This design comes from an exercise in tuning for small area on the open sky130 flow, not from production work. At most, simulation tests tie the RTL to the original design; equivalence was not proved. For runs 1 and 2, only the layout was checked, not whether the RTL still works.

--- flow/config.mk ---
export PLATFORM = sky130hd
export DESIGN_NAME = filt_fir
export DESIGN_NICKNAME = filt_fir
export VERILOG_FILES = /design/flow/design.v
export SDC_FILE = /design/flow/constraint.sdc
export NUM_CORES = 4
export LEC_CHECK = 0
export CAP_MARGIN = 20
export CORE_MARGIN = 2
export CORE_UTILIZATION = 70
export CTS_BUF_LIST = sky130_fd_sc_hd__clkbuf_4
export SLEW_MARGIN = 20
export SYNTH_HIERARCHICAL = 1
export SYNTH_MINIMUM_KEEP_SIZE = 0
--- flow/constraint.sdc ---
create_clock -name core_clock -period 20.0 [get_ports {i_clk}]
set_input_delay 4.0000 -clock core_clock [delete_from_list [all_inputs] [get_ports {i_clk}]]
set_output_delay 4.0000 -clock core_clock [all_outputs]
set_load 0.01 [all_outputs]
--- flow/design.v ---
module dff #(
  parameter gp_data_width = 8                   
) 
(
  input  wire                     i_rst_an,     
  input  wire                     i_ena,        
  input  wire                     i_clk,        
  input  wire [gp_data_width-1:0] i_data,       
  output wire [gp_data_width-1:0] o_data        
);
  reg [gp_data_width-1:0] r_data;
  always @(posedge i_clk or negedge i_rst_an)
    begin: p_dff
      if (!i_rst_an)
        r_data <= 'd0;
      else if (i_ena)
        r_data <= i_data;  
    end
  assign o_data = r_data;
endmodule
module filt_fir (
  input  wire        i_rst_an,
  input  wire        i_ena,
  input  wire        i_clk,
  input  wire [7:0]  i_data,
  output wire [20:0] o_data
);
  reg  [7:0] s1;
  reg  [7:0] s2;
  reg  [7:0] s3;
  reg  [7:0] s4;
  reg  [7:0] s5;
  reg  [7:0] s6;
  reg  [7:0] s7;
  reg  [7:0] s8;
  reg  [7:0] s9;
  reg  [7:0] s10;
  reg  [7:0] s11;
  reg  [7:0] s12;
  reg  [7:0] s13;
  reg  [7:0] s14;
  reg  [7:0] s15;
  reg  [7:0] s16;
  wire       ena_n = ~i_ena;
  wire [7:0] d1;
  fir_hold u_h1 [7:0] (.e(i_ena), .en(ena_n), .d(i_data), .q(s1), .y(d1));
  wire [7:0] d2;
  fir_hold u_h2 [7:0] (.e(i_ena), .en(ena_n), .d(s1), .q(s2), .y(d2));
  wire [7:0] d3;
  fir_hold u_h3 [7:0] (.e(i_ena), .en(ena_n), .d(s2), .q(s3), .y(d3));
  wire [7:0] d4;
  fir_hold u_h4 [7:0] (.e(i_ena), .en(ena_n), .d(s3), .q(s4), .y(d4));
  wire [7:0] d5;
  fir_hold u_h5 [7:0] (.e(i_ena), .en(ena_n), .d(s4), .q(s5), .y(d5));
  wire [7:0] d6;
  fir_hold u_h6 [7:0] (.e(i_ena), .en(ena_n), .d(s5), .q(s6), .y(d6));
  wire [7:0] d7;
  fir_hold u_h7 [7:0] (.e(i_ena), .en(ena_n), .d(s6), .q(s7), .y(d7));
  wire [7:0] d8;
  fir_hold u_h8 [7:0] (.e(i_ena), .en(ena_n), .d(s7), .q(s8), .y(d8));
  wire [7:0] d9;
  fir_hold u_h9 [7:0] (.e(i_ena), .en(ena_n), .d(s8), .q(s9), .y(d9));
  wire [7:0] d10;
  fir_hold u_h10 [7:0] (.e(i_ena), .en(ena_n), .d(s9), .q(s10), .y(d10));
  wire [7:0] d11;
  fir_hold u_h11 [7:0] (.e(i_ena), .en(ena_n), .d(s10), .q(s11), .y(d11));
  wire [7:0] d12;
  fir_hold u_h12 [7:0] (.e(i_ena), .en(ena_n), .d(s11), .q(s12), .y(d12));
  wire [7:0] d13;
  fir_hold u_h13 [7:0] (.e(i_ena), .en(ena_n), .d(s12), .q(s13), .y(d13));
  wire [7:0] d14;
  fir_hold u_h14 [7:0] (.e(i_ena), .en(ena_n), .d(s13), .q(s14), .y(d14));
  wire [7:0] d15;
  fir_hold u_h15 [7:0] (.e(i_ena), .en(ena_n), .d(s14), .q(s15), .y(d15));
  wire [7:0] d16;
  fir_hold u_h16 [7:0] (.e(i_ena), .en(ena_n), .d(s15), .q(s16), .y(d16));
  always @(posedge i_clk or negedge i_rst_an)
    if (!i_rst_an) begin
      s1 <= 8'd0;
      s2 <= 8'd0;
      s3 <= 8'd0;
      s4 <= 8'd0;
      s5 <= 8'd0;
      s6 <= 8'd0;
      s7 <= 8'd0;
      s8 <= 8'd0;
      s9 <= 8'd0;
      s10 <= 8'd0;
      s11 <= 8'd0;
      s12 <= 8'd0;
      s13 <= 8'd0;
      s14 <= 8'd0;
      s15 <= 8'd0;
      s16 <= 8'd0;
    end else begin
      s1 <= d1;
      s2 <= d2;
      s3 <= d3;
      s4 <= d4;
      s5 <= d5;
      s6 <= d6;
      s7 <= d7;
      s8 <= d8;
      s9 <= d9;
      s10 <= d10;
      s11 <= d11;
      s12 <= d12;
      s13 <= d13;
      s14 <= d14;
      s15 <= d15;
      s16 <= d16;
    end
  wire t_s1, t_c2;
  fir_ha u_t_s1 (s1[0], s15[0], t_s1, t_c2);
  wire t_s3, t_c4;
  fir_fa u_t_s3 (s1[1], s15[1], t_c2, t_s3, t_c4);
  wire t_s5, t_c6;
  fir_fa u_t_s5 (s1[2], s15[2], t_c4, t_s5, t_c6);
  wire t_s7, t_c8;
  fir_fa u_t_s7 (s1[3], s15[3], t_c6, t_s7, t_c8);
  wire t_s9, t_c10;
  fir_fa u_t_s9 (s1[4], s15[4], t_c8, t_s9, t_c10);
  wire t_s11, t_c12;
  fir_fa u_t_s11 (s1[5], s15[5], t_c10, t_s11, t_c12);
  wire t_s13, t_c14;
  fir_fa u_t_s13 (s1[6], s15[6], t_c12, t_s13, t_c14);
  wire t_n15 = ~t_c14;
  wire t_s16, t_c17;
  fir_fa u_t_s16 (s1[7], s15[7], t_n15, t_s16, t_c17);
  wire t_s18, t_c19;
  fir_ha u_t_s18 (s2[0], s14[0], t_s18, t_c19);
  wire t_s20, t_c21;
  fir_fa u_t_s20 (s2[1], s14[1], t_c19, t_s20, t_c21);
  wire t_s22, t_c23;
  fir_fa u_t_s22 (s2[2], s14[2], t_c21, t_s22, t_c23);
  wire t_s24, t_c25;
  fir_fa u_t_s24 (s2[3], s14[3], t_c23, t_s24, t_c25);
  wire t_s26, t_c27;
  fir_fa u_t_s26 (s2[4], s14[4], t_c25, t_s26, t_c27);
  wire t_s28, t_c29;
  fir_fa u_t_s28 (s2[5], s14[5], t_c27, t_s28, t_c29);
  wire t_s30, t_c31;
  fir_fa u_t_s30 (s2[6], s14[6], t_c29, t_s30, t_c31);
  wire t_n32 = ~t_c31;
  wire t_s33, t_c34;
  fir_fa u_t_s33 (s2[7], s14[7], t_n32, t_s33, t_c34);
  wire t_s35, t_c36;
  fir_ha u_t_s35 (s3[0], s13[0], t_s35, t_c36);
  wire t_s37, t_c38;
  fir_fa u_t_s37 (s3[1], s13[1], t_c36, t_s37, t_c38);
  wire t_s39, t_c40;
  fir_fa u_t_s39 (s3[2], s13[2], t_c38, t_s39, t_c40);
  wire t_s41, t_c42;
  fir_fa u_t_s41 (s3[3], s13[3], t_c40, t_s41, t_c42);
  wire t_s43, t_c44;
  fir_fa u_t_s43 (s3[4], s13[4], t_c42, t_s43, t_c44);
  wire t_s45, t_c46;
  fir_fa u_t_s45 (s3[5], s13[5], t_c44, t_s45, t_c46);
  wire t_s47, t_c48;
  fir_fa u_t_s47 (s3[6], s13[6], t_c46, t_s47, t_c48);
  wire t_n49 = ~t_c48;
  wire t_s50, t_c51;
  fir_fa u_t_s50 (s3[7], s13[7], t_n49, t_s50, t_c51);
  wire t_s52, t_c53;
  fir_ha u_t_s52 (s5[0], s11[0], t_s52, t_c53);
  wire t_s54, t_c55;
  fir_fa u_t_s54 (s5[1], s11[1], t_c53, t_s54, t_c55);
  wire t_s56, t_c57;
  fir_fa u_t_s56 (s5[2], s11[2], t_c55, t_s56, t_c57);
  wire t_s58, t_c59;
  fir_fa u_t_s58 (s5[3], s11[3], t_c57, t_s58, t_c59);
  wire t_s60, t_c61;
  fir_fa u_t_s60 (s5[4], s11[4], t_c59, t_s60, t_c61);
  wire t_s62, t_c63;
  fir_fa u_t_s62 (s5[5], s11[5], t_c61, t_s62, t_c63);
  wire t_s64, t_c65;
  fir_fa u_t_s64 (s5[6], s11[6], t_c63, t_s64, t_c65);
  wire t_n66 = ~t_c65;
  wire t_s67, t_c68;
  fir_fa u_t_s67 (s5[7], s11[7], t_n66, t_s67, t_c68);
  wire t_s69, t_c70;
  fir_ha u_t_s69 (s6[0], s10[0], t_s69, t_c70);
  wire t_s71, t_c72;
  fir_fa u_t_s71 (s6[1], s10[1], t_c70, t_s71, t_c72);
  wire t_s73, t_c74;
  fir_fa u_t_s73 (s6[2], s10[2], t_c72, t_s73, t_c74);
  wire t_s75, t_c76;
  fir_fa u_t_s75 (s6[3], s10[3], t_c74, t_s75, t_c76);
  wire t_s77, t_c78;
  fir_fa u_t_s77 (s6[4], s10[4], t_c76, t_s77, t_c78);
  wire t_s79, t_c80;
  fir_fa u_t_s79 (s6[5], s10[5], t_c78, t_s79, t_c80);
  wire t_s81, t_c82;
  fir_fa u_t_s81 (s6[6], s10[6], t_c80, t_s81, t_c82);
  wire t_n83 = ~t_c82;
  wire t_s84, t_c85;
  fir_fa u_t_s84 (s6[7], s10[7], t_n83, t_s84, t_c85);
  wire t_s86, t_c87;
  fir_ha u_t_s86 (s7[0], s9[0], t_s86, t_c87);
  wire t_s88, t_c89;
  fir_fa u_t_s88 (s7[1], s9[1], t_c87, t_s88, t_c89);
  wire t_s90, t_c91;
  fir_fa u_t_s90 (s7[2], s9[2], t_c89, t_s90, t_c91);
  wire t_s92, t_c93;
  fir_fa u_t_s92 (s7[3], s9[3], t_c91, t_s92, t_c93);
  wire t_s94, t_c95;
  fir_fa u_t_s94 (s7[4], s9[4], t_c93, t_s94, t_c95);
  wire t_s96, t_c97;
  fir_fa u_t_s96 (s7[5], s9[5], t_c95, t_s96, t_c97);
  wire t_s98, t_c99;
  fir_fa u_t_s98 (s7[6], s9[6], t_c97, t_s98, t_c99);
  wire t_n100 = ~t_c99;
  wire t_s101, t_c102;
  fir_fa u_t_s101 (s7[7], s9[7], t_n100, t_s101, t_c102);
  wire t_s103, t_c104;
  fir_fa u_t_s103 (t_s1, t_s18, t_s69, t_s103, t_c104);
  wire t_n105 = ~t_s103;
  wire t_s106, t_c107;
  fir_fa u_t_s106 (s8[0], s16[0], t_n105, t_s106, t_c107);
  wire t_s108 = t_s106 ^ i_data[0];
  wire t_c109 = ~t_s106 & i_data[0];
  wire t_s110, t_c111;
  fir_fa u_t_s110 (s8[1], s16[1], t_s35, t_s110, t_c111);
  wire t_s112, t_c113;
  fir_fa u_t_s112 (s16[0], t_s3, t_s20, t_s112, t_c113);
  wire t_s114, t_c115;
  fir_fa u_t_s114 (t_s71, t_c104, t_s112, t_s114, t_c115);
  wire t_n116 = ~t_s114;
  wire t_s117, t_c118;
  fir_fa u_t_s117 (t_s110, t_c107, t_n116, t_s117, t_c118);
  wire t_n119 = ~t_s117;
  wire t_s120, t_c121;
  fir_fa u_t_s120 (t_n119, i_data[1], t_c109, t_s120, t_c121);
  wire t_s122, t_c123;
  fir_fa u_t_s122 (s4[0], s12[0], s8[2], t_s122, t_c123);
  wire t_s124, t_c125;
  fir_fa u_t_s124 (s16[0], t_s52, t_s122, t_s124, t_c125);
  wire t_s126, t_c127;
  fir_fa u_t_s126 (t_s37, t_c111, t_s124, t_s126, t_c127);
  wire t_s128, t_c129;
  fir_fa u_t_s128 (s16[2], s16[1], t_s5, t_s128, t_c129);
  wire t_s130, t_c131;
  fir_fa u_t_s130 (t_s22, t_s73, t_c113, t_s130, t_c131);
  wire t_s132, t_c133;
  fir_fa u_t_s132 (t_c115, t_s128, t_s130, t_s132, t_c133);
  wire t_n134 = ~t_s132;
  wire t_s135, t_c136;
  fir_fa u_t_s135 (t_s126, t_n134, t_c118, t_s135, t_c136);
  wire t_n137 = ~t_s135;
  wire t_s138, t_c139;
  fir_fa u_t_s138 (t_n137, i_data[0], i_data[2], t_s138, t_c139);
  wire t_s140, t_c141;
  fir_ha u_t_s140 (t_s138, t_c121, t_s140, t_c141);
  wire t_s142, t_c143;
  fir_fa u_t_s142 (s16[1], s16[3], s16[0], t_s142, t_c143);
  wire t_s144, t_c145;
  fir_fa u_t_s144 (s4[1], s12[1], s8[3], t_s144, t_c145);
  wire t_s146, t_c147;
  fir_fa u_t_s146 (t_s1, t_c123, t_s144, t_s146, t_c147);
  wire t_s148, t_c149;
  fir_fa u_t_s148 (t_s54, t_c125, t_s146, t_s148, t_c149);
  wire t_s150, t_c151;
  fir_fa u_t_s150 (t_s39, t_c127, t_s148, t_s150, t_c151);
  wire t_s152, t_c153;
  fir_fa u_t_s152 (t_s69, t_s142, t_s7, t_s152, t_c153);
  wire t_s154, t_c155;
  fir_fa u_t_s154 (t_s24, t_s75, t_c129, t_s154, t_c155);
  wire t_s156, t_c157;
  fir_fa u_t_s156 (t_c131, t_c133, t_s152, t_s156, t_c157);
  wire t_n158 = ~t_s150;
  wire t_s159, t_c160;
  fir_fa u_t_s159 (t_n158, t_s154, t_s156, t_s159, t_c160);
  wire t_s161, t_c162;
  fir_fa u_t_s161 (t_s159, i_data[1], i_data[3], t_s161, t_c162);
  wire t_n163 = ~t_c136;
  wire t_s164, t_c165;
  fir_fa u_t_s164 (t_n163, t_c139, t_s161, t_s164, t_c165);
  wire t_s166, t_c167;
  fir_ha u_t_s166 (t_s164, t_c141, t_s166, t_c167);
  wire t_s168, t_c169;
  fir_fa u_t_s168 (s4[2], s12[2], s8[4], t_s168, t_c169);
  wire t_s170, t_c171;
  fir_fa u_t_s170 (t_s18, t_s35, t_s86, t_s170, t_c171);
  wire t_s172, t_c173;
  fir_fa u_t_s172 (s16[2], s16[4], t_c143, t_s172, t_c173);
  wire t_s174, t_c175;
  fir_fa u_t_s174 (t_c145, t_s168, t_s3, t_s174, t_c175);
  wire t_s176, t_c177;
  fir_fa u_t_s176 (t_s170, t_c147, t_s56, t_s176, t_c177);
  wire t_s178, t_c179;
  fir_fa u_t_s178 (t_s174, t_c149, t_s41, t_s178, t_c179);
  wire t_s180, t_c181;
  fir_fa u_t_s180 (t_s71, t_s172, t_s9, t_s180, t_c181);
  wire t_s182, t_c183;
  fir_fa u_t_s182 (t_s176, t_c151, t_s178, t_s182, t_c183);
  wire t_s184, t_c185;
  fir_fa u_t_s184 (t_s26, t_s77, t_c153, t_s184, t_c185);
  wire t_s186, t_c187;
  fir_fa u_t_s186 (t_c155, t_c157, t_s180, t_s186, t_c187);
  wire t_s188, t_c189;
  fir_fa u_t_s188 (t_s184, t_c160, t_s186, t_s188, t_c189);
  wire t_s190, t_c191;
  fir_fa u_t_s190 (t_s188, i_data[2], i_data[4], t_s190, t_c191);
  wire t_s192, t_c193;
  fir_fa u_t_s192 (t_c162, t_s190, t_c165, t_s192, t_c193);
  wire t_n194 = ~t_s182;
  wire t_s195, t_c196;
  fir_fa u_t_s195 (t_n194, t_c167, t_s192, t_s195, t_c196);
  wire t_s197, t_c198;
  fir_fa u_t_s197 (s4[3], s12[3], s8[5], t_s197, t_c198);
  wire t_s199, t_c200;
  fir_fa u_t_s199 (s16[3], s16[5], t_s52, t_s199, t_c200);
  wire t_s201, t_c202;
  fir_fa u_t_s201 (t_c169, t_s197, t_s20, t_s201, t_c202);
  wire t_s203, t_c204;
  fir_fa u_t_s203 (t_s37, t_s88, t_c171, t_s203, t_c204);
  wire t_s205, t_c206;
  fir_fa u_t_s205 (t_s199, t_c173, t_s73, t_s205, t_c206);
  wire t_s207, t_c208;
  fir_fa u_t_s207 (t_s5, t_c175, t_s201, t_s207, t_c208);
  wire t_s209, t_c210;
  fir_fa u_t_s209 (t_s203, t_s58, t_c177, t_s209, t_c210);
  wire t_s211, t_c212;
  fir_fa u_t_s211 (t_s207, t_s43, t_c179, t_s211, t_c212);
  wire t_s213, t_c214;
  fir_fa u_t_s213 (t_s205, t_s11, t_s28, t_s213, t_c214);
  wire t_s215, t_c216;
  fir_fa u_t_s215 (t_s79, t_c181, t_c185, t_s215, t_c216);
  wire t_s217, t_c218;
  fir_fa u_t_s217 (t_s209, t_c183, t_s211, t_s217, t_c218);
  wire t_s219, t_c220;
  fir_fa u_t_s219 (t_c187, t_s213, t_s215, t_s219, t_c220);
  wire t_s221, t_c222;
  fir_fa u_t_s221 (t_c189, t_s219, i_data[3], t_s221, t_c222);
  wire t_s223, t_c224;
  fir_fa u_t_s223 (i_data[5], t_c191, t_s221, t_s223, t_c224);
  wire t_s225, t_c226;
  fir_fa u_t_s225 (t_s223, t_c193, t_c196, t_s225, t_c226);
  wire t_s227 = t_s217 ^ t_s225;
  wire t_c228 = ~t_s217 & t_s225;
  wire t_s229, t_c230;
  fir_fa u_t_s229 (s4[4], s12[4], s8[6], t_s229, t_c230);
  wire t_s231, t_c232;
  fir_fa u_t_s231 (s16[4], t_c198, t_s229, t_s231, t_c232);
  wire t_s233, t_c234;
  fir_fa u_t_s233 (s16[6], t_s69, t_s54, t_s233, t_c234);
  wire t_s235, t_c236;
  fir_fa u_t_s235 (t_s231, t_s22, t_s39, t_s235, t_c236);
  wire t_s237, t_c238;
  fir_fa u_t_s237 (t_s90, t_c202, t_c204, t_s237, t_c238);
  wire t_s239, t_c240;
  fir_fa u_t_s239 (t_c200, t_s233, t_s75, t_s239, t_c240);
  wire t_s241, t_c242;
  fir_fa u_t_s241 (t_s7, t_c208, t_s235, t_s241, t_c242);
  wire t_s243, t_c244;
  fir_fa u_t_s243 (t_s237, t_s60, t_c210, t_s243, t_c244);
  wire t_s245, t_c246;
  fir_fa u_t_s245 (t_s241, t_s45, t_c212, t_s245, t_c246);
  wire t_s247, t_c248;
  fir_fa u_t_s247 (t_c206, t_s239, t_s13, t_s247, t_c248);
  wire t_s249, t_c250;
  fir_fa u_t_s249 (t_s30, t_s81, t_c214, t_s249, t_c250);
  wire t_s251, t_c252;
  fir_fa u_t_s251 (t_s243, t_c218, t_s245, t_s251, t_c252);
  wire t_s253, t_c254;
  fir_fa u_t_s253 (t_c216, t_c220, t_s247, t_s253, t_c254);
  wire t_s255, t_c256;
  fir_fa u_t_s255 (t_s249, i_data[4], i_data[6], t_s255, t_c256);
  wire t_s257, t_c258;
  fir_fa u_t_s257 (t_s253, t_c222, t_s255, t_s257, t_c258);
  wire t_n259 = ~t_s251;
  wire t_s260, t_c261;
  fir_fa u_t_s260 (t_n259, t_c224, t_s257, t_s260, t_c261);
  wire t_s262, t_c263;
  fir_fa u_t_s262 (t_s260, t_c226, t_c228, t_s262, t_c263);
  wire t_s264, t_c265;
  fir_fa u_t_s264 (s16[7], s4[5], s12[5], t_s264, t_c265);
  wire t_s266, t_c267;
  fir_fa u_t_s266 (s8[0], s8[7], s16[4], t_s266, t_c267);
  wire t_s268, t_c269;
  fir_fa u_t_s268 (s16[5], t_c230, t_s264, t_s268, t_c269);
  wire t_s270, t_c271;
  fir_fa u_t_s270 (t_s86, t_s266, t_s71, t_s270, t_c271);
  wire t_s272, t_c273;
  fir_fa u_t_s272 (t_s56, t_c234, t_s270, t_s272, t_c273);
  wire t_s274, t_c275;
  fir_fa u_t_s274 (t_c232, t_s268, t_s24, t_s274, t_c275);
  wire t_s276, t_c277;
  fir_fa u_t_s276 (t_s41, t_s92, t_c236, t_s276, t_c277);
  wire t_s278, t_c279;
  fir_fa u_t_s278 (t_c238, t_s9, t_c242, t_s278, t_c279);
  wire t_s280, t_c281;
  fir_fa u_t_s280 (t_s272, t_s77, t_c240, t_s280, t_c281);
  wire t_s282, t_c283;
  fir_fa u_t_s282 (t_s274, t_s276, t_s62, t_s282, t_c283);
  wire t_s284, t_c285;
  fir_fa u_t_s284 (t_c244, t_s278, t_s47, t_s284, t_c285);
  wire t_s286, t_c287;
  fir_fa u_t_s286 (t_s280, t_c248, t_c250, t_s286, t_c287);
  wire t_s288, t_c289;
  fir_fa u_t_s288 (t_c246, t_s282, t_c252, t_s288, t_c289);
  wire t_s290, t_c291;
  fir_fa u_t_s290 (t_s284, t_s16, t_s33, t_s290, t_c291);
  wire t_s292, t_c293;
  fir_fa u_t_s292 (t_s84, i_data[7], t_s288, t_s292, t_c293);
  wire t_s294, t_c295;
  fir_fa u_t_s294 (i_data[5], t_c254, t_s286, t_s294, t_c295);
  wire t_s296, t_c297;
  fir_fa u_t_s296 (t_c256, t_s294, t_c258, t_s296, t_c297);
  wire t_n298 = ~t_c261;
  wire t_s299, t_c300;
  fir_fa u_t_s299 (t_s290, t_s292, t_n298, t_s299, t_c300);
  wire t_n301 = ~t_s299;
  wire t_s302, t_c303;
  fir_fa u_t_s302 (t_s296, t_n301, t_c263, t_s302, t_c303);
  wire t_s304, t_c305;
  fir_fa u_t_s304 (s4[6], s12[6], s16[6], t_s304, t_c305);
  wire t_s306, t_c307;
  fir_fa u_t_s306 (s8[1], s16[5], t_c267, t_s306, t_c307);
  wire t_s308, t_c309;
  fir_fa u_t_s308 (t_c265, t_s304, t_c269, t_s308, t_c309);
  wire t_s310, t_c311;
  fir_fa u_t_s310 (t_s88, t_s306, t_s73, t_s310, t_c311);
  wire t_s312, t_c313;
  fir_fa u_t_s312 (t_c271, t_s58, t_c273, t_s312, t_c313);
  wire t_s314, t_c315;
  fir_fa u_t_s314 (t_s308, t_s26, t_s43, t_s314, t_c315);
  wire t_s316, t_c317;
  fir_fa u_t_s316 (t_s94, t_c275, t_c277, t_s316, t_c317);
  wire t_s318, t_c319;
  fir_fa u_t_s318 (t_s310, t_s312, t_s79, t_s318, t_c319);
  wire t_s320, t_c321;
  fir_fa u_t_s320 (t_s11, t_c279, t_s314, t_s320, t_c321);
  wire t_s322, t_c323;
  fir_fa u_t_s322 (t_s316, t_s64, t_c283, t_s322, t_c323);
  wire t_s324, t_c325;
  fir_fa u_t_s324 (t_s320, t_c285, t_s322, t_s324, t_c325);
  wire t_s326, t_c327;
  fir_fa u_t_s326 (t_c281, t_s318, t_s50, t_s326, t_c327);
  wire t_s328, t_c329;
  fir_fa u_t_s328 (t_c17, t_c34, t_c85, t_s328, t_c329);
  wire t_s330, t_c331;
  fir_fa u_t_s330 (i_data[6], t_c287, t_s326, t_s330, t_c331);
  wire t_s332, t_c333;
  fir_fa u_t_s332 (t_c289, t_s324, t_c291, t_s332, t_c333);
  wire t_s334, t_c335;
  fir_fa u_t_s334 (t_s328, t_c293, t_s332, t_s334, t_c335);
  wire t_s336, t_c337;
  fir_fa u_t_s336 (t_c295, t_s330, t_c297, t_s336, t_c337);
  wire t_n338 = ~t_s336;
  wire t_s339, t_c340;
  fir_fa u_t_s339 (t_s334, t_n338, t_c300, t_s339, t_c340);
  wire t_s341 = t_s339 ^ t_c303;
  wire t_c342 = ~t_s339 & t_c303;
  wire t_s343, t_c344;
  fir_fa u_t_s343 (s4[7], s12[7], s8[2], t_s343, t_c344);
  wire t_s345, t_c346;
  fir_fa u_t_s345 (s16[6], t_s343, t_c307, t_s345, t_c346);
  wire t_s347, t_c348;
  fir_fa u_t_s347 (s16[7], t_c305, t_c309, t_s347, t_c348);
  wire t_s349, t_c350;
  fir_fa u_t_s349 (t_s90, t_s345, t_s75, t_s349, t_c350);
  wire t_s351, t_c352;
  fir_fa u_t_s351 (t_c311, t_s60, t_c313, t_s351, t_c352);
  wire t_s353, t_c354;
  fir_fa u_t_s353 (t_s347, t_s28, t_s45, t_s353, t_c354);
  wire t_s355, t_c356;
  fir_fa u_t_s355 (t_s96, t_c315, t_c317, t_s355, t_c356);
  wire t_s357, t_c358;
  fir_fa u_t_s357 (t_s349, t_s351, t_s81, t_s357, t_c358);
  wire t_s359, t_c360;
  fir_fa u_t_s359 (t_s13, t_c321, t_s353, t_s359, t_c360);
  wire t_s361, t_c362;
  fir_fa u_t_s361 (t_s355, t_c323, t_s359, t_s361, t_c362);
  wire t_s363, t_c364;
  fir_fa u_t_s363 (t_c319, t_s357, t_c51, t_s363, t_c364);
  wire t_s365, t_c366;
  fir_fa u_t_s365 (i_data[7], t_c325, t_s361, t_s365, t_c366);
  wire t_s367, t_c368;
  fir_fa u_t_s367 (t_s67, t_c327, t_s363, t_s367, t_c368);
  wire t_s369, t_c370;
  fir_fa u_t_s369 (t_c329, t_s365, t_c333, t_s369, t_c370);
  wire t_n371 = ~t_c335;
  wire t_s372, t_c373;
  fir_fa u_t_s372 (t_c331, t_s367, t_n371, t_s372, t_c373);
  wire t_n374 = ~t_s369;
  wire t_s375, t_c376;
  fir_fa u_t_s375 (t_n374, t_s372, t_c337, t_s375, t_c376);
  wire t_n377 = ~t_c340;
  wire t_s378, t_c379;
  fir_fa u_t_s378 (t_s375, t_n377, t_c342, t_s378, t_c379);
  wire t_s380, t_c381;
  fir_fa u_t_s380 (t_c344, t_c346, t_s92, t_s380, t_c381);
  wire t_s382, t_c383;
  fir_fa u_t_s382 (t_s77, t_c350, t_s380, t_s382, t_c383);
  wire t_s384, t_c385;
  fir_fa u_t_s384 (t_s62, t_c352, t_s382, t_s384, t_c385);
  wire t_s386, t_c387;
  fir_fa u_t_s386 (s8[3], t_c348, t_s30, t_s386, t_c387);
  wire t_s388, t_c389;
  fir_fa u_t_s388 (t_s47, t_s98, t_c354, t_s388, t_c389);
  wire t_s390, t_c391;
  fir_fa u_t_s390 (t_c356, t_c360, t_s386, t_s390, t_c391);
  wire t_s392, t_c393;
  fir_fa u_t_s392 (t_s384, t_c358, t_s16, t_s392, t_c393);
  wire t_s394, t_c395;
  fir_fa u_t_s394 (t_s388, t_s84, t_c362, t_s394, t_c395);
  wire t_s396, t_c397;
  fir_fa u_t_s396 (t_c68, t_c364, t_s392, t_s396, t_c397);
  wire t_s398, t_c399;
  fir_fa u_t_s398 (t_s390, t_c366, t_s394, t_s398, t_c399);
  wire t_n400 = ~t_s398;
  wire t_s401, t_c402;
  fir_fa u_t_s401 (t_c368, t_s396, t_n400, t_s401, t_c402);
  wire t_n403 = ~t_c370;
  wire t_s404, t_c405;
  fir_fa u_t_s404 (t_n403, t_s401, t_c373, t_s404, t_c405);
  wire t_s406, t_c407;
  fir_fa u_t_s406 (t_s404, t_c376, t_c379, t_s406, t_c407);
  wire t_s408, t_c409;
  fir_fa u_t_s408 (s8[3], t_s94, t_c381, t_s408, t_c409);
  wire t_s410, t_c411;
  fir_fa u_t_s410 (t_s79, t_c383, t_s408, t_s410, t_c411);
  wire t_s412, t_c413;
  fir_fa u_t_s412 (t_s64, t_c385, t_s410, t_s412, t_c413);
  wire t_s414, t_c415;
  fir_fa u_t_s414 (s8[4], t_c387, t_c389, t_s414, t_c415);
  wire t_s416, t_c417;
  fir_fa u_t_s416 (t_s412, t_c17, t_s33, t_s416, t_c417);
  wire t_s418, t_c419;
  fir_fa u_t_s418 (t_c85, t_c391, t_s414, t_s418, t_c419);
  wire t_s420, t_c421;
  fir_fa u_t_s420 (t_s50, t_s101, t_c393, t_s420, t_c421);
  wire t_s422, t_c423;
  fir_fa u_t_s422 (t_s416, t_c397, t_s420, t_s422, t_c423);
  wire t_s424, t_c425;
  fir_fa u_t_s424 (t_c395, t_s418, t_c399, t_s424, t_c425);
  wire t_n426 = ~t_s424;
  wire t_s427, t_c428;
  fir_fa u_t_s427 (t_s422, t_n426, t_c402, t_s427, t_c428);
  wire t_s429, t_c430;
  fir_fa u_t_s429 (t_s427, t_c405, t_c407, t_s429, t_c430);
  wire t_s431, t_c432;
  fir_fa u_t_s431 (s8[5], s8[4], t_s96, t_s431, t_c432);
  wire t_s433, t_c434;
  fir_fa u_t_s433 (t_c409, t_s81, t_c411, t_s433, t_c434);
  wire t_s435, t_c436;
  fir_fa u_t_s435 (t_s431, t_c413, t_s433, t_s435, t_c436);
  wire t_s437, t_c438;
  fir_fa u_t_s437 (t_c34, t_c51, t_c102, t_s437, t_c438);
  wire t_s439, t_c440;
  fir_fa u_t_s439 (t_s435, t_c417, t_s437, t_s439, t_c440);
  wire t_s441, t_c442;
  fir_fa u_t_s441 (t_s67, t_c415, t_c419, t_s441, t_c442);
  wire t_s443, t_c444;
  fir_fa u_t_s443 (t_c421, t_s439, t_c423, t_s443, t_c444);
  wire t_n445 = ~t_s443;
  wire t_s446, t_c447;
  fir_fa u_t_s446 (t_s441, t_c425, t_n445, t_s446, t_c447);
  wire t_n448 = ~t_s446;
  wire t_s449, t_c450;
  fir_fa u_t_s449 (t_c428, t_n448, t_c430, t_s449, t_c450);
  wire t_s451, t_c452;
  fir_fa u_t_s451 (s8[6], t_s98, t_c432, t_s451, t_c452);
  wire t_s453, t_c454;
  fir_fa u_t_s453 (t_c434, t_s451, t_c436, t_s453, t_c454);
  wire t_s455, t_c456;
  fir_fa u_t_s455 (t_c438, t_s453, t_c440, t_s455, t_c456);
  wire t_s457, t_c458;
  fir_fa u_t_s457 (t_c68, t_s84, t_c442, t_s457, t_c458);
  wire t_n459 = ~t_s457;
  wire t_s460, t_c461;
  fir_fa u_t_s460 (t_s455, t_n459, t_c444, t_s460, t_c461);
  wire t_n462 = ~t_c447;
  wire t_s463, t_c464;
  fir_fa u_t_s463 (t_s460, t_n462, t_c450, t_s463, t_c464);
  wire t_s465, t_c466;
  fir_fa u_t_s465 (s8[7], t_c85, t_s101, t_s465, t_c466);
  wire t_n467 = ~t_s465;
  wire t_s468, t_c469;
  fir_fa u_t_s468 (t_c452, t_n467, t_c454, t_s468, t_c469);
  wire t_n470 = ~t_c458;
  wire t_s471, t_c472;
  fir_fa u_t_s471 (t_s468, t_c456, t_n470, t_s471, t_c472);
  wire t_s473, t_c474;
  fir_fa u_t_s473 (t_s471, t_c461, t_c464, t_s473, t_c474);
  wire t_n475 = ~t_c466;
  wire t_s476, t_c477;
  fir_fa u_t_s476 (t_c102, t_n475, t_c469, t_s476, t_c477);
  wire t_s478, t_c479;
  fir_fa u_t_s478 (t_s476, t_c472, t_c474, t_s478, t_c479);
  wire t_n480 = ~t_c102;
  wire t_s481, t_c482;
  fir_fa u_t_s481 (t_n480, t_c477, t_c479, t_s481, t_c482);
  wire t_n483 = ~t_s108;
  wire t_n484 = ~t_s227;
  wire t_n485 = ~t_s341;
  wire t_n486 = ~t_c482;
  assign o_data = {t_n486, t_n486, t_n486, t_n486, t_s481, t_s478, t_s473, t_s463, t_s449, t_s429, t_s406, t_s378, t_n485, t_s302, t_s262, t_n484, t_s195, t_s166, t_s140, t_s120, t_n483};
endmodule
module fir_fa (input wire a, input wire b, input wire c, output wire s, output wire co);
  assign s  = a ^ b ^ c;
  assign co = (a & b) | (a & c) | (b & c);
endmodule
module fir_ha (input wire a, input wire b, output wire s, output wire co);
  assign s  = a ^ b;
  assign co = a & b;
endmodule
module fir_hold (input wire e, input wire en, input wire d, input wire q, output wire y);
  assign y = (e & d) | (en & q);
endmodule
--- flow/run.sh ---
#!/bin/bash
# synth_recipe.tcl (not shown) runs the flow's synth.tcl, then flattens the netlist and writes it again
# the make line also repeats each setting of config.mk as NAME=value (left out here)
make -C /OpenROAD-flow-scripts/flow DESIGN_CONFIG=/design/flow/config.mk WORK_HOME=/design/flow/orfs CLKGATE_MAP_FILE= SYNTH_SCRIPT=/design/flow/synth_recipe.tcl finish
==> summary.txt, run 1 <==
Antenna Nets Post-Route: 0
Compound-Gate Fraction of Synth Area: 0.124
RSZ-0062 raised after global routing: false
post-synthesis sequential area ratio: 0.354
commonest non-fill, non-tap cell in the layout: fa_1
vias in the first global route: 5358
initial core utilization: 0.717
commonest cells after routing, fill and taps aside: fa_1, a22o_1, dfrtp_1, inv_1, clkdlybuf4s50_1
Antenna diodes: 0
core area: 12600 um^2
fin cells: 755
synthesized area per cell: 16.8 um^2
Post-CTS Hold Buffers: 0
placed insts: 724
die area: 13800 um^2
max-capacitance violation count: 0
Startpoint Class: input pin
largest net degree at the start of global routing: 83
post-route clock period utilization: 0.787
largest family of logic cells by synthesized area: adder cells
vias per cell: 6.42
DIE HEIGHT: 118 um
Hold WC Path Type: register to register
simple-gate share of the synthesized area: 0
Netlist cell types: 6
synth top area cells: fa_1, dfrtp_1, a22o_1, buf_4, inv_1
routed vias: 4844
root buffer cell: clkbuf_4
Worst Max-Slew Pin Slew: 868 ps
setup bufs post-CTS: 0
violation count after the first detailed-route iteration: 298
Worst EP arrival: 11730 ps
Setup Crit Path Kind: input pin to output pin
Synthesized Nets: 775
Longest Clk Path Bufs: 2
worst clock skew: 14.2 ps
GRT overflow: 0
crit-path max FO: 4
port buffer count: 31
site row count: 41
Worst EP required: 16000 ps
Total Routing Usage GR: 0.301
Final setup viols: 0
first-pass GRT wire length: 30400 um
Mapped Area: 9040 um^2
Clock Latency Late Sink: 540 ps
Nets: 807
biggest area consumer among synthesized cells: fa_1
Post-Syn Instances: 539
Max Freq: 63.6 MHz
clock sink total: 128
Syn-to-layout area delta: 6.95%
initial antenna violation count: 0
Wirelength per Cell: 24.5 um
Clk pin slew, worst setup/hold paths: 90 ps
GP Congestion: 0.881
setup TNS: 0 ps
Synth top area share: 0.474
outcome: timing/DRC/antenna clean
crit end category: output pin
Synth warnings: 7
dpl hpwl: 14600 um
fraction of layout cells with a size suffix above 1: 0.0566
post_cts resized: 0
CTS tree: built
post-synthesis mux area share: 0
adder-cell share of the synthesized area: 0.489
# IOs: 32
Max Slew Vio Count: 0
Hold Vio Cnt, Final: 0
Min Hold Slack: 547 ps
Initial DRT Pass Iterations: 5
CTS buffer count: 17
Synth Area in XOR/XNOR: 0
DIE WIDTH: 118 um
DR DRC count: 0
minimum clock period: 15730 ps
slew margin rel.: 0.421
register bit total from synthesis: 128
WL final: 18500 um
CTS H-tree lvls: 4
state kept, by name (all words and copies together), names as in the netlist:
signal and count:
s10 8, s11 8, s12 8, s13 8, s14 8, s15 8
s16 8, s1 8, s2 8, s3 8, s4 8, s5 8
s6 8, s7 8, s8 8, s9 8
worst max-delay path: stages:
cell,delay [ps]
clkdlybuf4s50_1,570
fa_1,470
fa_1,390
fa_1,460
fa_1,390
fa_1,460
ha_1,210
fa_1,420
fa_1,380
ha_1,210
fa_1,370
fa_1,400
fa_1,390
fa_1,410
fa_1,400
fa_1,390
fa_1,390
fa_1,370
inv_1,100
clkdlybuf4s50_1,540
final timing paths:
check                      slack [ps]  cells past startpoint         end  startpoint
min in group asynchronous        3450                      1       s1[5]    i_rst_an
max in group asynchronous       15400                      2       s4[2]    i_rst_an
min reg2reg                       550                      1      s14[0]      s14[0]
max                              4270                     20  o_data[19]   i_data[1]
max reg2reg                     19060                      1       s9[3]       s8[3]
min                               550                      1      s14[0]      s14[0]
area by class of cell:
class / instances / area [um^2]
repair buffers: 34 / 332
inverters: 37 / 140
multi-input cells: 353 / 5540
flip-flops and latches: 128 / 3200
fillers: 781 / 2950
well taps: 172 / 215
clock buffers: 19 / 143
clock inverters: 12 / 95.1
cell usage after synthesis:
library cell	n
buf_4	21
ha_1	11
dfrtp_1	128
inv_1	37
a22o_1	128
fa_1	214
modules after synthesis (local to each module, per instance):
| module | area, um^2 | times used | cells | flops+latches |
|---|---|---|---|---|
| filt_fir | 3540 | 1 | 189 | 128 |
| fir_fa | 20.0 | 214 | 1 | 0 |
| fir_ha | 12.5 | 8 | 1 | 0 |
| fir_hold | 8.76 | 128 | 1 | 0 |
logic make-up after synthesis:
kind of cell / Yosys count
buffers and inverters: 58
DFF: 128
adders and majority gates: 225
AOI/OAI and AO/OA: 128
metrics by stage:
| step | cell area (um^2) | worst slack, ps | utilization |
|---|---|---|---|
| floorplan | 9040 | 5520 | - |
| global placement | 9430 | 4330 | 0.747 |
| detailed placement | 9430 | 4220 | 0.747 |
| CTS | 9670 | 4200 | 0.766 |
| global route | 9670 | 4030 | 0.766 |
| finish | 9670 | 4270 | 0.766 |
metal layers:
layer	global-route usage	up-vias	share of wire
li1	-	1931	-
met1	0.469	2740	0.43
met2	0.456	160	0.50
met3	0.0669	13	0.057
met4	0.0625	0	0.0098
met5	0	-	0
==> inputs of run 2 (changes only) <==
--- a/flow/config.mk
+++ b/flow/config.mk
@@ -8,6 +8,7 @@
 export CAP_MARGIN = 20
 export CORE_MARGIN = 2
-export CORE_UTILIZATION = 70
-export CTS_BUF_LIST = sky130_fd_sc_hd__clkbuf_4
+export CORE_UTILIZATION = 40
+export CTS_BUF_LIST = sky130_fd_sc_hd__clkbuf_2 sky130_fd_sc_hd__clkbuf_4 sky130_fd_sc_hd__clkbuf_8
+export CTS_CLUSTER_SIZE = 40
 export SLEW_MARGIN = 20
 export SYNTH_HIERARCHICAL = 1
==> run 2 against run 1 <==
- register-to-register slack improved by 30 ps
- synthesized area stayed put
- global-route usage fell by 12 points
- critical path depth down 1
- highest routed layer unchanged
==> summary.txt, run 2 <==
commonest non-fill, non-tap cell in the layout: fa_1
end of the critical path: o_data[16]
CTS tree: built
Crit path largest cell delay: 570 ps (about the same)
Clock Latency Late Sink: 440 ps (-100 ps)
register bit total from synthesis: 128 (unchanged)
Hold WC Path Type: register to register
fin cells: 869 (+15%)
worst r2r src: s8[4]
Worst Max-Slew Pin Slew: 1070 ps (+206 ps)
routed vias: 4718 (-2.6%)
Synth warnings: 7 (unchanged)
Netlist cell types: 6 (unchanged)
most common cell in the netlist: fa_1
Syn-to-layout area delta: 9.82%
Total Routing Usage GR: 0.178 (-0.123)
Post-CTS Hold Buffers: 0 (unchanged)
DR DRC count: 0 (unchanged)
Antenna Nets Post-Route: 0 (unchanged)
reg2reg setup slack: 19090 ps (+30 ps)
crit-path max FO: 3 (-1)
Worst EP required: 16000 ps (about the same)
worst r2r path cells: 1 (unchanged)
post-route clock period utilization: 0.788 (+0.00106)
worst setup path start: i_data[1]
Max Slew Vio Count: 0 (unchanged)
# IOs: 32 (unchanged)
WL final: 19100 um (+3.4%)
synthesized area per cell: 16.8 um^2 (unchanged)
largest net degree at the start of global routing: 98 (+18%)
synth top area cells: fa_1, dfrtp_1, a22o_1, buf_4, inv_1
RSZ-0062 raised after global routing: false
commonest cells after routing, fill and taps aside: fa_1, a22o_1, dfrtp_1, inv_1, clkdlybuf4s50_1
max-capacitance violation count: 0 (unchanged)
Antenna diodes: 0 (unchanged)
CTS buffer count: 17 (unchanged)
minimum clock period: 15760 ps (+21.3 ps)
die area: 23800 um^2 (+72%)
first-pass GRT wire length: 31500 um (+3.5%)
DIE HEIGHT: 154 um (+31%)
Synthesized Nets: 775 (unchanged)
dpl hpwl: 15000 um (+3.2%)
slew margin rel.: 0.284 (-0.137)
crit end category: output pin
Hold Vio Cnt, Final: 0 (unchanged)
placed insts: 837 (+16%)
CTS H-tree lvls: 4 (unchanged)
site row count: 55 (+34%)
Max Freq: 63.5 MHz (-0.13%)
initial antenna violation count: 0 (unchanged)
violation count after the first detailed-route iteration: 323 (+8.4%)
setup bufs post-CTS: 0 (unchanged)
Longest Clk Path Bufs: 2 (unchanged)
Post-Syn Instances: 539 (unchanged)
Nets: 807 (unchanged)
Clk pin slew, worst setup/hold paths: 80 ps (about the same)
Synth top area share: 0.474 (unchanged)
initial core utilization: 0.403 (-0.313)
vias per cell: 5.43 (-15%)
Final setup viols: 0 (unchanged)
Startpoint Class: input pin
clock sink total: 128 (unchanged)
Post-synth EDFFs: 0 (unchanged)
Worst EP arrival: 11760 ps (+30 ps)
port buffer count: 31 (unchanged)
root buffer cell: clkbuf_8
core area: 22400 um^2 (+78%)
FFs w/ async S/R, synth: 1.00 (unchanged)
setup TNS: 0 ps (unchanged)
post-synthesis sequential area ratio: 0.354 (unchanged)
biggest area consumer among synthesized cells: fa_1
Wirelength per Cell: 22.0 um (-10%)
outcome: timing/DRC/antenna clean
DIE WIDTH: 154 um (+31%)
worst clock skew: 7.29 ps (-6.90 ps)
crit path cell chain: clkdlybuf4s50_1, fa_1, fa_1, fa_1, fa_1, fa_1, ha_1, fa_1, fa_1, ha_1, fa_1, fa_1, fa_1, fa_1, fa_1, fa_1, fa_1, fa_1, clkdlybuf4s50_1
Mapped Area: 9040 um^2 (unchanged)
fillers: 1964 (+150%)
post_cts resized: 0 (unchanged)
main flop type after synthesis: dfrtp_1
vias in the first global route: 5434 (+1.4%)
Initial DRT Pass Iterations: 4 (-1)
GRT overflow: 0 (unchanged)
Worst path slowest cell: clkdlybuf4s50_1
CP most frequent cell: fa_1
fraction of layout cells with a size suffix above 1: 0.0651 (+0.00846)
Reg-to-Reg End: s9[4]
Setup Crit Path Kind: input pin to output pin
GP Congestion: 0.840 (-4.7%)
Synth top cells by count: fa_1, a22o_1, dfrtp_1, inv_1, buf_4
==> run 2: cell count changes in the layout (fill, tap and decap cells not counted) <==
cell        change
buf_4           +1
buf_6           -1
bufinv_16       -1
clkbuf_4       -19
clkbuf_8       +20
clkinv_1        -4
clkinv_2        +1
clkinv_4        -1
clkinvlp_4      +4
inv_6           +1
==> run 2: kinds of logic after synthesis <==
family / synth area share
compound gates: 0.124
flops: 0.354
fa+ha+maj: 0.489
buf+inv: 0.0328
==> run 2: layout make-up <==
type	count	area (um^2)	area share
timing repair buffer	34	328	0.0330
clock inverter	12	85.1	0.00857
tap	285	357	0.0359
sequential	128	3200	0.323
inverter	37	140	0.0141
multi-input combinational	353	5540	0.558
clock buffer	20	275	0.0277
==> run 2: worst min path at each step <==
stage	start	to	slack (ps)	depth (start not counted)
2_1_floorplan	s10[0]	s10[0]	490	1
3_3_place_gp	s10[0]	s10[0]	520	1
3_5_place_dp	s7[0]	s7[0]	520	1
4_1_cts	s11[0]	s11[0]	540	1
5_1_grt	s6[0]	s6[0]	570	1
6_report	s11[0]	s11[0]	540	1
==> run 2: layer usage <==
| layer | global-route usage | share of wire |
|---|---|---|
| met1 | 0.259 | 0.45 |
| met2 | 0.278 | 0.50 |
| met3 | 0.0373 | 0.048 |
| met4 | 0.0432 | 0.011 |
| met5 | 0 | 0 |
==> run 2: per-stage QoR <==
stage | area, um^2 | worst slack (ps) | hold slack, ps | utilization
2_1_floorplan | 9040 | 5520 | 490 | -
6_report | 9930 | 4240 | 544 | 0.443
3_3_place_gp | 9570 | 4270 | 520 | 0.427
4_1_cts | 9930 | 4160 | 545 | 0.443
5_1_grt | 9930 | 3980 | 570 | 0.443
3_5_place_dp | 9570 | 4160 | 525 | 0.427
==> run 2: per-module statistics from Yosys, one instance, submodules excluded <==
module / cell area, um^2 / flops+latches / times used
fir_fa: 20.0 / 0 / 214
fir_ha: 12.5 / 0 / 8
fir_hold: 8.76 / 0 / 128
filt_fir: 3540 / 128 / 1
==> run 2: critical path: cells and delay by family <==
kind,cells,cell delay (ps)
adders and majority gates,17,6640
buffers and inverters,2,1100
==> inputs of run 3 (changes only) <==
--- a/flow/design.v
+++ b/flow/design.v
@@ -1,20 +1,16 @@
 module dff #(
-  parameter gp_data_width = 8                   
-) 
+  parameter gp_data_width = 8
+)
 (
-  input  wire                     i_rst_an,     
-  input  wire                     i_ena,        
-  input  wire                     i_clk,        
-  input  wire [gp_data_width-1:0] i_data,       
-  output wire [gp_data_width-1:0] o_data        
+  input  wire                     i_rst_an,
+  input  wire                     i_ena,
+  input  wire                     i_clk,
+  input  wire [gp_data_width-1:0] i_data,
+  output wire [gp_data_width-1:0] o_data
 );
   reg [gp_data_width-1:0] r_data;
   always @(posedge i_clk or negedge i_rst_an)
-    begin: p_dff
-      if (!i_rst_an)
-        r_data <= 'd0;
-      else if (i_ena)
-        r_data <= i_data;  
-    end
+    if (!i_rst_an) r_data <= 'd0;
+    else if (i_ena) r_data <= i_data;
   assign o_data = r_data;
 endmodule
--- a/flow/config.mk
+++ b/flow/config.mk
@@ -9,6 +9,4 @@
 export CORE_MARGIN = 2
 export CORE_UTILIZATION = 40
-export CTS_BUF_LIST = sky130_fd_sc_hd__clkbuf_2 sky130_fd_sc_hd__clkbuf_4 sky130_fd_sc_hd__clkbuf_8
-export CTS_CLUSTER_SIZE = 40
 export SLEW_MARGIN = 20
 export SYNTH_HIERARCHICAL = 1
==> run 3 against run 2 <==
- still clean
- hold slack worse by 2.8 ps
- cell area rose by 3.0%
- flip-flop and latch count unchanged
- clock skew grew 2.6 ps
- via count increased by 0.93%
- cell count up 0.12%
==> summary.txt, run 3 <==
fillers: 1932 (-1.6%)
CP bufs+invs: 2 (unchanged)
crit path cell chain: clkdlybuf4s50_1, fa_1, fa_1, fa_1, fa_1, fa_1, ha_1, fa_1, fa_1, ha_1, fa_1, fa_1, fa_1, fa_1, fa_1, fa_1, fa_1, fa_1, clkdlybuf4s50_1
Clock Latency Late Sink: 420 ps (-20 ps)
Max Freq: 63.4 MHz (about the same)
Crit path largest cell delay: 570 ps (about the same)
Crit path max-delay family: adder cells
fin area: 10200 um^2 (+3.0%)
crit-path max FO: 3 (unchanged)
first-pass GRT wire length: 32100 um (+1.8%)
Synth top area share: 0.474 (unchanged)
synth top area cells: fa_1, dfrtp_1, a22o_1, buf_4, inv_1
setup bufs post-CTS: 0 (unchanged)
DIE WIDTH: 154 um (unchanged)
biggest area consumer among synthesized cells: fa_1
Hold WC Path Type: register to register
Synthesized Nets: 775 (unchanged)
post-route clock period utilization: 0.788 (about the same)
DIE HEIGHT: 154 um (unchanged)
CP most frequent cell: fa_1
initial antenna violation count: 0 (unchanged)
Antenna Nets Post-Route: 0 (unchanged)
Mapped Area: 9040 um^2 (unchanged)
CTS tree: built
port buffer count: 31 (unchanged)
post-synthesis sequential area ratio: 0.354 (unchanged)
violation count after the first detailed-route iteration: 349 (+8.0%)
core area: 22400 um^2 (unchanged)
dpl hpwl: 14900 um (-0.99%)
Worst EP arrival: 11760 ps (about the same)
Synth top cells by count: fa_1, a22o_1, dfrtp_1, inv_1, buf_4
Wirelength per Cell: 22.4 um (+1.7%)
Clk pin slew, worst setup/hold paths: 60 ps (-20 ps)
placed instance area: 9570 um^2 (unchanged)
fraction of layout cells with a size suffix above 1: 0.0650 (-0.000111)
synthesized area per cell: 16.8 um^2 (unchanged)
CTS buffer count: 17 (unchanged)
commonest cells after routing, fill and taps aside: fa_1, a22o_1, dfrtp_1, inv_1, clkdlybuf4s50_1
Setup Crit Path Kind: input pin to output pin
initial core utilization: 0.403 (unchanged)
Syn-to-layout area delta: 13.1%
post_cts resized: 0 (unchanged)
crit end category: output pin
Initial DRT Pass Iterations: 4 (unchanged)
Antenna diodes: 0 (unchanged)
max-capacitance violation count: 0 (unchanged)
outcome: timing/DRC/antenna clean
Synth warnings: 7 (unchanged)
die area: 23800 um^2 (unchanged)
Longest Clk Path Bufs: 2 (unchanged)
Startpoint Class: input pin
register bit total from synthesis: 128 (unchanged)
RSZ-0062 raised after global routing: false
slew margin rel.: 0.267 (-0.0164)
Nets: 808 (+0.12%)
Hold Vio Cnt, Final: 0 (unchanged)
fin cells: 870 (+0.12%)
DR DRC count: 0 (unchanged)
most common cell in the netlist: fa_1
Final setup viols: 0 (unchanged)
minimum clock period: 15760 ps (+9.95 ps)
vias in the first global route: 5555 (+2.2%)
main flop type after synthesis: dfrtp_1
Max Slew Vio Count: 0 (unchanged)
CTS H-tree lvls: 4 (unchanged)
largest net degree at the start of global routing: 99 (+1.0%)
Total Routing Usage GR: 0.180 (+0.00189)
routed vias: 4762 (+0.93%)
Netlist cell types: 6 (unchanged)
Post-synth EDFFs: 0 (unchanged)
Worst Max-Slew Pin Slew: 1100 ps (+24.6 ps)
root buffer cell: clkbuf_16
# IOs: 32 (unchanged)
placed insts: 837 (unchanged)
clock sink total: 128 (unchanged)
Worst path slowest cell: clkdlybuf4s50_1
WL final: 19500 um (+1.8%)
Post-Place Setup Slack: 4150 ps (-10.3 ps)
GP Congestion: 0.832 (-0.99%)
setup TNS: 0 ps (unchanged)
commonest non-fill, non-tap cell in the layout: fa_1
site row count: 55 (unchanged)
vias per cell: 5.47 (+0.82%)
Post-CTS Hold Buffers: 0 (unchanged)
post-route setup slack: 4240 ps (-9.95 ps)
GRT overflow: 0 (unchanged)
worst clock skew: 9.87 ps (+2.58 ps)
Worst EP required: 16000 ps (about the same)
Post-Syn Instances: 539 (unchanged)
FFs w/ async S/R, synth: 1.00 (unchanged)
## run 3: changes by cell type in the layout (fill, tap and decap cells not counted), sizes merged
| cell | change |
|---|---|
| buf | +1 |
| bufinv | +4 |
| clkbuf | -1 |
| clkinv | +1 |
| clkinvlp | -3 |
| inv | -1 |
## run 3: worst paths after layout
path | slack (ps) | to | cells past startpoint | start
min | 540 | s8[0] | 1 | s7[0]
max in group asynchronous | 15250 | s10[3] | 3 | i_rst_an
min reg2reg | 540 | s8[0] | 1 | s7[0]
max reg2reg | 19080 | s9[3] | 1 | s8[3]
max | 4240 | o_data[16] | 19 | i_data[1]
min in group asynchronous | 3620 | s15[0] | 1 | i_rst_an
## run 3: cells by family (layout without fill, tap and decap cells)
logic type / after synthesis / count (layout) / share of synthesized area
flops: 128 / 128 / 0.354
compound gates: 128 / 128 / 0.124
buf+inv: 58 / 104 / 0.0328
fa+ha+maj: 225 / 225 / 0.489
## run 3: stage by stage
step                      utilization  hold slack (ps)
after global routing            0.456              560
after CTS                       0.455              547
after floorplan                     -              490
after global placement          0.427              519
after detailed placement        0.427              523
final                           0.456              542
## run 3: Yosys stat by module (local to each module, per instance)
module    copies in the design  cells inside  flops+latches  area, um^2
fir_hold                   128             1              0        8.76
fir_ha                       8             1              0        12.5
filt_fir                     1           189            128        3540
fir_fa                     214             1              0        20.0
## run 3: final cells by class
cell class / instances / area (um^2) / share of cell area
Timing Repair Buffer: 35 / 355 / 0.0347
Multi-Input combinational cell: 353 / 5540 / 0.542
Sequential cell: 128 / 3200 / 0.313
Tap cell: 285 / 357 / 0.0349
Clock buffer: 19 / 443 / 0.0433
Inverter: 37 / 140 / 0.0137
Clock inverter: 13 / 186 / 0.0182
## run 3: metal layers
metal / wire [um] / global-route usage
met1: 8610 / 0.256
met3: 932 / 0.0401
met5: 0 / 0
met4: 253 / 0.0556
met2: 9670 / 0.280

==> re-timing with driven ports <==
Ports are ideal in the flow. The routed layouts listed here were re-timed in OpenROAD. Step 1, drivers: a clkbuf_16 drives i_clk and a buf_2 each remaining input, both assumed. Step 2 also shifts input and output timing later by t, the mid clock arrival at the registers, as if the neighbouring blocks saw the same clock. Three values: no drivers, after step 1, after step 2; two values: the first two.
run | t (ns) | slack for setup (ns) | latest minus earliest clock arrival (ns) | worst slew at a driven data input, ns | cell pins on the clock port's net
run 1 | 0.567 | 4.266 / 4.239 / 4.239 | 0.018 / 0.019 | 0.03 | 1
run 2 | 0.480 | 4.245 / 4.213 / 4.213 | 0.013 / 0.012 | 0.03 | 1
run 3 | 0.466 | 4.235 / 4.207 / 4.207 | 0.011 / 0.011 | 0.03 | 1
After both steps every run listed still meets setup and hold. For run 2, which loses most, drivers alone change the setup slack by -0.032 ns; drivers and shift together by -0.032 ns.
